This design comes from an exercise in tuning for small area and a short achievable clock period on the open sky130 flow, not from production work.
The RTL was checked by simulation tests, not by an equivalence proof against the original design.

==> inputs of run a <==
// fpga_trading_core
module fpga_trading_core (
    input  wire        clk,
    input  wire        rst_n,
    input  wire        market_data_valid,
    input  wire [31:0] market_data_price,
    input  wire [31:0] market_data_size,
    input  wire [1:0]  market_data_type,  
    output reg         send_order,
    output wire [31:0] best_bid_price,
    output wire [31:0] best_bid_size,
    output wire [31:0] best_ask_price,
    output wire [31:0] best_ask_size,
    output wire [15:0] book_imbalance_fixed,
    output wire [7:0]  trade_intensity,
    output wire        ai_prediction
);
export LEC_CHECK = 0
export CAP_MARGIN = 20
export CORE_MARGIN = 2
export CORE_UTILIZATION = 40
export SLEW_MARGIN = 20
export SYNTH_HIERARCHICAL = 1
create_clock -name core_clock -period 320.0 [get_ports {clk}]
standard.sh (not shown) runs the stock make flow with config.mk's settings and CLKGATE_MAP_FILE= SYNTH_SCRIPT=/design/flow/synth_recipe.tcl, a recipe that flattens the netlist after the stock synthesis.
==> flow/flow/run.sh <==
#!/bin/bash
# The standard layout (bash standard.sh), with these settings passed to its make:
#  - the port buffers are buf_1 cells;
#  - clock tree: clkbuf_8 cells, sink clusters of up to 20 flip-flops, no dummy loads.
# The make output goes to standard_flow.log; each tool's log is under orfs/logs/.
set -euo pipefail
MARGIN=254
bash standard.sh \
  "BUFFER_PORTS_ARGS=-buffer_cell sky130_fd_sc_hd__buf_1" \
  SETUP_SLACK_MARGIN=$MARGIN \
  "CTS_ARGS=-sink_clustering_enable -repair_clock_nets -buf_list sky130_fd_sc_hd__clkbuf_8 -sink_clustering_size 20 -sink_clustering_max_diameter 60 -dont_use_dummy_load" \
  finish > standard_flow.log 2>&1
==> run b: changes against run a <==
==> flow/flow/run.sh (replaced) <==
#!/bin/bash
# The standard layout (bash standard.sh), with two settings passed to its make:
#  - the port buffers are buf_1 cells;
set -euo pipefail
bash standard.sh "BUFFER_PORTS_ARGS=-buffer_cell sky130_fd_sc_hd__buf_1" SETUP_SLACK_MARGIN=254 finish > standard_flow.log 2>&1
--- a/flow/config.mk
+++ b/flow/config.mk
@@ -8,5 +8,5 @@
 export CAP_MARGIN = 20
 export CORE_MARGIN = 2
 export CORE_UTILIZATION = 40
+export CTS_BUF_LIST = sky130_fd_sc_hd__clkbuf_4
 export SLEW_MARGIN = 20
-export SYNTH_HIERARCHICAL = 1
==> impl_results.html <==
<table>
<tr><th>Metric</th><th>Value</th></tr>
<tr><th colspan="2">Global routing</th></tr>
<tr><td>GR Util All Layers</td><td>21.4%</td></tr>
<tr><td>Largest net degree at the start of global routing</td><td>66</td></tr>
<tr><td>M3 GR Usage</td><td>4.16%</td></tr>
<tr><th colspan="2">Cells and area</th></tr>
<tr><td>Fraction of area in clock buffers and inverters</td><td>1.18%</td></tr>
<tr><th colspan="2">Placed design</th></tr>
<tr><td>Routability Congestion</td><td>0.899</td></tr>
<tr><th colspan="2">Status</th></tr>
<tr><td>Status</td><td>complete, no violations</td></tr>
<tr><th colspan="2">Synthesis</th></tr>
<tr><td>Xor and xnor fraction of the mapped netlist area</td><td>9.41%</td></tr>
<tr><td>Portion of synthesized cell area occupied by the leading cell type</td><td>27.0%</td></tr>
<tr><td>List of most frequent post-synthesis cells</td><td>fa_1, inv_1, nand2_1</td></tr>
<tr><th colspan="2">Die</th></tr>
<tr><td>Initial Utilization</td><td>40.4%</td></tr>
<tr><th colspan="2">Routing</th></tr>
<tr><td>Final routed wirelength across all metal layers</td><td>98,200 µm</td></tr>
</table>
[end of results for run a]
==> impl_results.html <==
<table>
<tr><th>Metric</th><th>Value</th></tr>
<tr><th colspan="2">Cells and area</th></tr>
<tr><td>Fraction of area in clock buffers and inverters</td><td>2.54%</td></tr>
<tr><td>Non-Clock Inverter Count</td><td>between 400 and 500</td></tr>
<tr><th colspan="2">Global routing</th></tr>
<tr><td>GR Util All Layers</td><td>20.9%</td></tr>
<tr><td>Largest net degree at the start of global routing</td><td>74</td></tr>
<tr><td>M3 GR Usage</td><td>2.88%</td></tr>
<tr><th colspan="2">Placed design</th></tr>
<tr><td>Routability Congestion</td><td>0.917</td></tr>
<tr><td>Number of placed cells counting well taps</td><td>5,105</td></tr>
<tr><th colspan="2">Die</th></tr>
<tr><td>Initial Utilization</td><td>40.4%</td></tr>
<tr><th colspan="2">Synthesis</th></tr>
<tr><td>Synthesized-area fraction occupied by ao, oa, aoi and oai cells</td><td>8.63%</td></tr>
<tr><td>Portion of synthesized cell area occupied by the leading cell type</td><td>a little over a quarter</td></tr>
<tr><td>Average instance area after synthesis</td><td>between 9 and 10 µm²</td></tr>
<tr><th colspan="2">Routing</th></tr>
<tr><td>Detailed-routing iteration count for the pre-antenna-repair pass</td><td>7</td></tr>
<tr><td>Final routed wirelength across all metal layers</td><td>94,600 µm</td></tr>
<tr><th colspan="2">Status</th></tr>
<tr><td>Status</td><td>complete, no violations</td></tr>
</table>
[end of results for run b]

==> willow: inputs <==
fpga_trading_core, a different RTL version from the one above (not shown whole).
==> flow/config.mk <==
export PLATFORM = sky130hd
export DESIGN_NAME = fpga_trading_core
export DESIGN_NICKNAME = fpga_trading_core
export VERILOG_FILES = /design/flow/design.v
export SDC_FILE = /design/flow/constraint.sdc
export NUM_CORES = 4
export LEC_CHECK = 0
export CAP_MARGIN = 20
export CORE_MARGIN = 2
export CORE_UTILIZATION = 40
export SLEW_MARGIN = 20
export SYNTH_HIERARCHICAL = 1
==> flow/constraint.sdc <==
create_clock -name core_clock -period 320.0 [get_ports {clk}]
set_input_delay 64.0000 -clock core_clock [delete_from_list [all_inputs] [get_ports {clk}]]
set_output_delay 64.0000 -clock core_clock [all_outputs]
set_load 0.01 [all_outputs]
==> flow/flow/run.sh <==
#!/bin/bash
# The standard layout (bash standard.sh), with these settings passed to its make:
#  - the port buffers are buf_1 cells;
#  - clock tree: clkbuf_8 cells, sink clusters of up to 16 flip-flops, no dummy loads.
# The make output goes to standard_flow.log; each tool's log is under orfs/logs/.
set -euo pipefail
MARGIN=253.3
bash standard.sh \
  "BUFFER_PORTS_ARGS=-buffer_cell sky130_fd_sc_hd__buf_1" \
  SETUP_SLACK_MARGIN=$MARGIN \
  "CTS_ARGS=-sink_clustering_enable -repair_clock_nets -buf_list sky130_fd_sc_hd__clkbuf_8 -sink_clustering_size 16 -sink_clustering_max_diameter 50 -dont_use_dummy_load" \
  finish > standard_flow.log 2>&1
==> garnet: changes against willow <==
--- a/flow/flow/run.sh
+++ b/flow/flow/run.sh
@@ -5,5 +5,5 @@
 # The make output goes to standard_flow.log; each tool's log is under orfs/logs/.
 set -euo pipefail
-MARGIN=253.3
+MARGIN=254
 bash standard.sh \
   "BUFFER_PORTS_ARGS=-buffer_cell sky130_fd_sc_hd__buf_1" \
==> yarrow: changes against willow <==
--- a/flow/flow/run.sh
+++ b/flow/flow/run.sh
@@ -5,5 +5,5 @@
 # The make output goes to standard_flow.log; each tool's log is under orfs/logs/.
 set -euo pipefail
-MARGIN=253.3
+MARGIN=252.8
 bash standard.sh \
   "BUFFER_PORTS_ARGS=-buffer_cell sky130_fd_sc_hd__buf_1" \
==> comparison <==
Routed wire length: garnet > willow > yarrow. Via count, lowest first: willow, yarrow, garnet. Against willow, the non-clock buffer count of yarrow is lower by 1. In area after synthesis, yarrow and willow do not differ. Against yarrow, the critical path depth of garnet is lower by 4. Against garnet, the maximum frequency of yarrow is lower by 1.5%. Register-to-register slack, lowest first: yarrow, willow, garnet.

afterwards: timing with drivers on the ports:
In the flow no input, the clock included, has a driving cell. The finished layouts below were timed again as built, in two steps.
Step 1 assumes that a clkbuf_16 drives the clock port and a buf_2 every other input.
Step 2 also shifts input and output timing later by t, the mid clock arrival at the registers, as if the neighbouring blocks saw the same clock.
a / b / c = no drivers / after step 1 / after step 2; a / b = the first two.
run	t (ns)	slack for setup (ns)	worst setup path after step 2	worst register clock-pin slew, ns	worst data-port slew with drivers (ns)
run a	0.672	253.991 / 253.930 / 253.419	input to register	0.12 / 0.12	0.07
run b	0.875	253.124 / 253.138 / 252.263	input to register	0.08 / 0.08	0.07
willow	0.656	253.449 / 253.480 / 252.823	input to register	0.10 / 0.10	0.07
garnet	0.647	253.969 / 253.905 / 253.434	input to register	0.10 / 0.10	0.06
yarrow	0.654	252.953 / 252.982 / 252.327	input to register	0.10 / 0.10	0.07
After both steps setup and hold are still met in every run listed. For run b, which loses most, drivers alone change the setup slack by +0.014 ns; drivers and shift together by -0.861 ns.
